Context: an optimization exercise on an open-source flow, tuned for small area, a short achievable clock period and few clock cycles per item. The choices shown serve that exercise and are no tape-out recipe.
In this exercise RTL edits were held to simulation tests only and were not proved equivalent to the original.

==> inputs of build 14 <==
// chacha20_poly1305_core
module chacha20_poly1305_core(
    input  wire clk,
    input  wire reset_n,
    input  wire init,
    input  wire encdec,
    input  wire [255:0] key,
    input  wire [95:0] nonce,
    input  wire [511:0] data_in,
    output reg  ready,
    output reg  valid,
    output reg  tag_ok,
    output wire [511:0] data_out,
    output wire [127:0] tag
);
clock: 22.0 ns
lec_check: 0
cap_margin: 35
core_margin: 2
core_utilization: 40
slew_margin: 35
standard.sh (not shown) runs the stock make flow with config.mk's settings and CLKGATE_MAP_FILE= SYNTH_SCRIPT=/design/flow/synth_recipe.tcl, a recipe that flattens the netlist after the stock synthesis.
==> flow/flow/run.sh <==
#!/bin/bash
# Layout flow: the standard ORFS flow (standard.sh, unchanged synthesis,
# floorplan, placement, CTS and routing), with its timing repair aiming for
# extra setup slack (SETUP_SLACK_MARGIN) so that the layout reaches a shorter
# clock period than the constraint's.  The full make output goes to
# standard_flow.log; each ORFS step's own log is under orfs/logs/.
set -euo pipefail
MARGIN=15
bash standard.sh SETUP_SLACK_MARGIN=$MARGIN finish > standard_flow.log 2>&1
tail -n 40 standard_flow.log
==> trial 20: changes against build 14 <==
--- a/flow/design.v
+++ b/flow/design.v
@@ -2789,45 +2789,38 @@
   assign co[137] = 1'b0;
 endmodule
 `timescale 1ns/1ps
 module reduce_mod_poly1305(
     input  wire [137:0] s,
     input  wire [137:0] c,
-    output wire [131:0] y
+    output wire [138:0] v
 );
-    wire [8:0]   hs = {1'b0, s[137:130]} + {1'b0, c[137:130]};
-    wire [11:0]  f  = {1'b0, hs, 2'b00} + {3'b000, hs};        
-    wire [129:0] r3 = {118'b0, f};
-    wire [129:0] t1 = s[129:0] ^ c[129:0] ^ r3;
-    wire [130:0] t2 = {(s[129:0] & c[129:0]) | (s[129:0] & r3) | (c[129:0] & r3), 1'b0};
-    wire [130:0] ys;
-    wire         yc;
-    bk_add #(.N(131)) u_add(.a({1'b0, t1}), .b(t2), .ci(1'b0), .s(ys), .co(yc));
-    assign y = {yc, ys};
+    wire [137:0] vs;
+    wire         vc;
+    bk_add #(.N(138)) u_add(.a(s), .b(c), .ci(1'b0), .s(vs), .co(vc));
+    assign v = {vc, vs};
 endmodule
 module mac_acc_sel(
-    input  wire [131:0] y,
+    input  wire [138:0] v,
     output wire         sel
 );
-    wire [1:0] h = y[131:130];
-    wire [4:0] thr = (h == 2'd0) ? 5'd27 : (h == 2'd1) ? 5'd22 : 5'd17;
-    assign sel = (&y[129:5]) & (y[4:0] >= thr);
+    wire [11:0] thr = 12'd4091 - ({1'b0, v[138:130], 2'b00} + {3'b000, v[138:130]});    
+    assign sel = (&v[129:12]) & (v[11:0] >= thr);
 endmodule
 module mac_acc_add(
-    input  wire [131:0] y,
+    input  wire [138:0] v,
     input  wire         sel,
     input  wire [127:0] x,
     output wire [129:0] sum
 );
-    wire [1:0] h = y[131:130];
-    wire [2:0] hs  = {1'b0, h} + {2'b00, sel};
-    wire [3:0] fix = {hs, 2'b00} + {1'b0, hs};                
+    wire [8:0]  vh  = v[138:130];
+    wire [11:0] fix = {1'b0, vh, 2'b00} + {3'b000, vh} + {9'b0, sel, 1'b0, sel};    
     wire [129:0] r2 = {2'b00, x};
-    wire [129:0] r3 = {126'b0, fix};
-    wire [129:0] t1 = y[129:0] ^ r2 ^ r3;
-    wire [129:0] t2 = {(y[128:0] & r2[128:0]) | (y[128:0] & r3[128:0]) | (r2[128:0] & r3[128:0]), 1'b0};
+    wire [129:0] r3 = {118'b0, fix};
+    wire [129:0] t1 = v[129:0] ^ r2 ^ r3;
+    wire [129:0] t2 = {(v[128:0] & r2[128:0]) | (v[128:0] & r3[128:0]) | (r2[128:0] & r3[128:0]), 1'b0};
     bk_add #(.N(130)) u_add(.a(t1), .b(t2), .ci(1'b0), .s(sum), .co());
 endmodule
 module bk_add #(parameter N = 128) (
     input  wire [N-1:0] a,
     input  wire [N-1:0] b,
     input  wire         ci,
@@ -2875,13 +2868,13 @@
     localparam W = 130 + K;
     localparam [2:0] S_IDLE = 3'd0, S_RND = 3'd1, S_MUL = 3'd2, S_FIN = 3'd3, S_TAG = 3'd4,
                      S_TAG2 = 3'd5;
     reg [2:0]   state;
     reg [5:0]   cnt;
     reg [511:0] st;
-    reg [131:0] acc;
+    reg [138:0] acc;
     reg [W-1:0] ms, mc;
     reg [31:0]  ffi, ffd;
     reg         selr;
     wire idle = (state == S_IDLE);
     wire rnd  = (state == S_RND);
     wire mul  = (state == S_MUL);
@@ -2898,19 +2891,19 @@
     wire [31:0]  iw, dw;
     chacha_core u_core(.key(key), .nonce(nonce), .data_in(data_in), .k(knext),
                        .init_state(init_state), .iw(iw), .dw(dw));
     wire [K-1:0] digit = st[127 - K*t -: K];
     wire [W-1:0] step_s, step_c;
     mac_csa_step u_step(.s(ms), .c(mc), .a(acc[129:0]), .d(digit), .so(step_s), .co(step_c));
-    wire [131:0] fold_y;
-    reduce_mod_poly1305 u_red(.s(ms), .c(mc), .y(fold_y));
+    wire [138:0] fold_v;
+    reduce_mod_poly1305 u_red(.s(ms), .c(mc), .v(fold_v));
     wire tagc = (state == S_TAG) || (state == S_TAG2);
     wire sel_now;
-    mac_acc_sel u_asel(.y(acc), .sel(sel_now));
+    mac_acc_sel u_asel(.v(acc), .sel(sel_now));
     wire [129:0] acc_sum;
-    mac_acc_add u_aadd(.y(acc), .sel(selr & (state != S_TAG)), .x(tagc ? st[255:128] : mc[127:0]),
+    mac_acc_add u_aadd(.v(acc), .sel(selr & (state != S_TAG)), .x(tagc ? st[255:128] : mc[127:0]),
                        .sum(acc_sum));
     always @(posedge clk or negedge reset_n) begin
         if (!reset_n) begin
             state  <= S_IDLE;
             cnt    <= 6'd0;
             ready  <= 1'b1;
@@ -2959,17 +2952,17 @@
             selr <= 1'b0;
         else if (state == S_TAG)
             selr <= sel_now;
     end
     always @(posedge clk or negedge reset_n) begin
         if (!reset_n)
-            acc <= 132'b0;
+            acc <= 139'b0;
         else if (rnd && cnt == 6'd0)
-            acc <= {2'b00, acc_sum};
+            acc <= {9'b0, acc_sum};
         else if (state == S_FIN)
-            acc <= fold_y;
+            acc <= fold_v;
     end
     genvar i;
     generate
         for (i = 0; i < 16; i = i + 1) begin : g_st
             always @(posedge clk) begin
                 if (rnd) begin
==> flow/flow/run.sh (replaced) <==
#!/bin/bash
# Layout flow: the standard ORFS flow (standard.sh: unchanged synthesis,
# floorplan, placement, CTS and routing) with two changes:
#  - timing repair aims for extra setup slack (SETUP_SLACK_MARGIN), so that the
#    layout reaches a shorter clock period than the constraint's;
#  - the buffers that buffer_ports puts on every input and output port are
#    buf_2 cells instead of the tool's default choice (a 10 um2 delay buffer).
# The full make output goes to standard_flow.log; each ORFS step's own log is
# under orfs/logs/.
set -euo pipefail
MARGIN=15
bash standard.sh "SETUP_SLACK_MARGIN=$MARGIN" \
    "BUFFER_PORTS_ARGS=-buffer_cell sky130_fd_sc_hd__buf_2" finish > standard_flow.log 2>&1
tail -n 40 standard_flow.log
--- a/flow/config.mk
+++ b/flow/config.mk
@@ -4,8 +4,8 @@
 export VERILOG_FILES = /design/flow/design.v
 export SDC_FILE = /design/flow/constraint.sdc
 export NUM_CORES = 8
 export LEC_CHECK = 0
 export CAP_MARGIN = 35
 export CORE_MARGIN = 2
-export CORE_UTILIZATION = 40
+export CORE_UTILIZATION = 55
 export SLEW_MARGIN = 35
==> trial 17: changes against build 14 <==
--- a/flow/design.v
+++ b/flow/design.v
@@ -2789,45 +2789,38 @@
   assign co[137] = 1'b0;
 endmodule
 `timescale 1ns/1ps
 module reduce_mod_poly1305(
     input  wire [137:0] s,
     input  wire [137:0] c,
-    output wire [131:0] y
+    output wire [138:0] v
 );
-    wire [8:0]   hs = {1'b0, s[137:130]} + {1'b0, c[137:130]};
-    wire [11:0]  f  = {1'b0, hs, 2'b00} + {3'b000, hs};        
-    wire [129:0] r3 = {118'b0, f};
-    wire [129:0] t1 = s[129:0] ^ c[129:0] ^ r3;
-    wire [130:0] t2 = {(s[129:0] & c[129:0]) | (s[129:0] & r3) | (c[129:0] & r3), 1'b0};
-    wire [130:0] ys;
-    wire         yc;
-    bk_add #(.N(131)) u_add(.a({1'b0, t1}), .b(t2), .ci(1'b0), .s(ys), .co(yc));
-    assign y = {yc, ys};
+    wire [137:0] vs;
+    wire         vc;
+    bk_add #(.N(138)) u_add(.a(s), .b(c), .ci(1'b0), .s(vs), .co(vc));
+    assign v = {vc, vs};
 endmodule
 module mac_acc_sel(
-    input  wire [131:0] y,
+    input  wire [138:0] v,
     output wire         sel
 );
-    wire [1:0] h = y[131:130];
-    wire [4:0] thr = (h == 2'd0) ? 5'd27 : (h == 2'd1) ? 5'd22 : 5'd17;
-    assign sel = (&y[129:5]) & (y[4:0] >= thr);
+    wire [11:0] thr = 12'd4091 - ({1'b0, v[138:130], 2'b00} + {3'b000, v[138:130]});    
+    assign sel = (&v[129:12]) & (v[11:0] >= thr);
 endmodule
 module mac_acc_add(
-    input  wire [131:0] y,
+    input  wire [138:0] v,
     input  wire         sel,
     input  wire [127:0] x,
     output wire [129:0] sum
 );
-    wire [1:0] h = y[131:130];
-    wire [2:0] hs  = {1'b0, h} + {2'b00, sel};
-    wire [3:0] fix = {hs, 2'b00} + {1'b0, hs};                
+    wire [8:0]  vh  = v[138:130];
+    wire [11:0] fix = {1'b0, vh, 2'b00} + {3'b000, vh} + {9'b0, sel, 1'b0, sel};    
     wire [129:0] r2 = {2'b00, x};
-    wire [129:0] r3 = {126'b0, fix};
-    wire [129:0] t1 = y[129:0] ^ r2 ^ r3;
-    wire [129:0] t2 = {(y[128:0] & r2[128:0]) | (y[128:0] & r3[128:0]) | (r2[128:0] & r3[128:0]), 1'b0};
+    wire [129:0] r3 = {118'b0, fix};
+    wire [129:0] t1 = v[129:0] ^ r2 ^ r3;
+    wire [129:0] t2 = {(v[128:0] & r2[128:0]) | (v[128:0] & r3[128:0]) | (r2[128:0] & r3[128:0]), 1'b0};
     bk_add #(.N(130)) u_add(.a(t1), .b(t2), .ci(1'b0), .s(sum), .co());
 endmodule
 module bk_add #(parameter N = 128) (
     input  wire [N-1:0] a,
     input  wire [N-1:0] b,
     input  wire         ci,
@@ -2875,13 +2868,13 @@
     localparam W = 130 + K;
     localparam [2:0] S_IDLE = 3'd0, S_RND = 3'd1, S_MUL = 3'd2, S_FIN = 3'd3, S_TAG = 3'd4,
                      S_TAG2 = 3'd5;
     reg [2:0]   state;
     reg [5:0]   cnt;
     reg [511:0] st;
-    reg [131:0] acc;
+    reg [138:0] acc;
     reg [W-1:0] ms, mc;
     reg [31:0]  ffi, ffd;
     reg         selr;
     wire idle = (state == S_IDLE);
     wire rnd  = (state == S_RND);
     wire mul  = (state == S_MUL);
@@ -2898,19 +2891,19 @@
     wire [31:0]  iw, dw;
     chacha_core u_core(.key(key), .nonce(nonce), .data_in(data_in), .k(knext),
                        .init_state(init_state), .iw(iw), .dw(dw));
     wire [K-1:0] digit = st[127 - K*t -: K];
     wire [W-1:0] step_s, step_c;
     mac_csa_step u_step(.s(ms), .c(mc), .a(acc[129:0]), .d(digit), .so(step_s), .co(step_c));
-    wire [131:0] fold_y;
-    reduce_mod_poly1305 u_red(.s(ms), .c(mc), .y(fold_y));
+    wire [138:0] fold_v;
+    reduce_mod_poly1305 u_red(.s(ms), .c(mc), .v(fold_v));
     wire tagc = (state == S_TAG) || (state == S_TAG2);
     wire sel_now;
-    mac_acc_sel u_asel(.y(acc), .sel(sel_now));
+    mac_acc_sel u_asel(.v(acc), .sel(sel_now));
     wire [129:0] acc_sum;
-    mac_acc_add u_aadd(.y(acc), .sel(selr & (state != S_TAG)), .x(tagc ? st[255:128] : mc[127:0]),
+    mac_acc_add u_aadd(.v(acc), .sel(selr & (state != S_TAG)), .x(tagc ? st[255:128] : mc[127:0]),
                        .sum(acc_sum));
     always @(posedge clk or negedge reset_n) begin
         if (!reset_n) begin
             state  <= S_IDLE;
             cnt    <= 6'd0;
             ready  <= 1'b1;
@@ -2959,17 +2952,17 @@
             selr <= 1'b0;
         else if (state == S_TAG)
             selr <= sel_now;
     end
     always @(posedge clk or negedge reset_n) begin
         if (!reset_n)
-            acc <= 132'b0;
+            acc <= 139'b0;
         else if (rnd && cnt == 6'd0)
-            acc <= {2'b00, acc_sum};
+            acc <= {9'b0, acc_sum};
         else if (state == S_FIN)
-            acc <= fold_y;
+            acc <= fold_v;
     end
     genvar i;
     generate
         for (i = 0; i < 16; i = i + 1) begin : g_st
             always @(posedge clk) begin
                 if (rnd) begin
==> flow/flow/run.sh (replaced) <==
#!/bin/bash
# Layout flow: the standard ORFS flow (standard.sh: unchanged synthesis,
# floorplan, placement, CTS and routing) with two changes:
#  - timing repair aims for extra setup slack (SETUP_SLACK_MARGIN), so that the
#    layout reaches a shorter clock period than the constraint's;
#  - the buffers that buffer_ports puts on every input and output port are
#    buf_2 cells instead of the tool's default choice (a 10 um2 delay buffer).
# The full make output goes to standard_flow.log; each ORFS step's own log is
# under orfs/logs/.
set -euo pipefail
MARGIN=15
bash standard.sh "SETUP_SLACK_MARGIN=$MARGIN" \
    "BUFFER_PORTS_ARGS=-buffer_cell sky130_fd_sc_hd__buf_2" finish > standard_flow.log 2>&1
tail -n 40 standard_flow.log
==> run notes <==
| quantity | trial 20 | build 14 | trial 17 |
|---|---|---|---|
| Outcome | aborted with a tool error | timing/DRC/antenna clean | timing/DRC/antenna clean |
| Failing step | 5_1_grt | - | - |
| Multi-In Gates | - | 11500 | 11200 |
| TritonCTS clock tree | - | built | built |
| Complex-gate fraction of the synthesized area | 17.4% | 16.0% | 17.4% |
| Drt initial violations | - | 22300 | 26900 |
| Critical R2R Capture | - | st[306] | st[328] |
| Largest register FFs | - | 512 | 512 |
| Fraction of area in registers | - | 15.9% | 16.5% |
| Number of signal-net inverters in the final layout | - | 1799 | 1680 |
| Count of cells resized by post-cts repair | 519 | 566 | 817 |
| CTS buffer count | 138 | 149 | 149 |
| Area share of fa/ha/maj cells after synthesis | 27.6% | 28.5% | 27.6% |
| Minimum hold slack | - | 0.538 ns | 0.553 ns |
| Reg2Reg Depth | - | 22 | 30 |
| Cell depth of the worst setup path | - | 22 | 30 |
| Data arrival time of the critical path | - | 7.82 ns | 8.43 ns |
| Combined flip-flop and latch cell area | - | 25800 um2 | 26000 um2 |
| Number of clock sinks | 1002 | 995 | 1002 |
| Average cell area after synthesis | 8.42 um2 | 8.27 um2 | 8.42 um2 |
| Routability Congestion | 1.31 | 1.16 | 1.16 |
| Mux contribution to synthesized area | 3.27% | 2.99% | 3.27% |
Testbench counts of build 14, summed over its fixed seeds: cycles 15,112, items 256.
Testbench counts of trial 20, summed over its fixed seeds: cycles 15,112, items 256.
Testbench counts of trial 17, summed over its fixed seeds: cycles 15,112, items 256.

-- port drivers added, routing unchanged --
How much do the figures lean on ideal ports? The routed layouts below were timed once more, with nothing changed but the port constraints.
Step 1: set_driving_cell puts a clkbuf_16 on clk and a buf_2 on each other input, an assumption about the parent block.
Step 2 moves the port delays by t, midway between the first and last clock arrival at a register: inputs arrive t later, outputs are due t later. That takes back most of the time a late clock gives input paths.
a / b / c = no drivers / after step 1 / after step 2; a / b = the first two.
| run | t (ns) | setup slack, ns | slew at the worst register clock pin (ns) |
|---|---|---|---|
| build 14 | 1.046 | 14.816 / 14.697 / 14.591 | 0.07 / 0.07 |
| trial 17 | 1.062 | 14.346 / 14.346 / 14.346 | 0.07 / 0.07 |
After both steps every run listed still meets setup and hold. The setup slack of build 14, which loses most, moves by -0.119 ns with the drivers and by -0.225 ns with both steps.
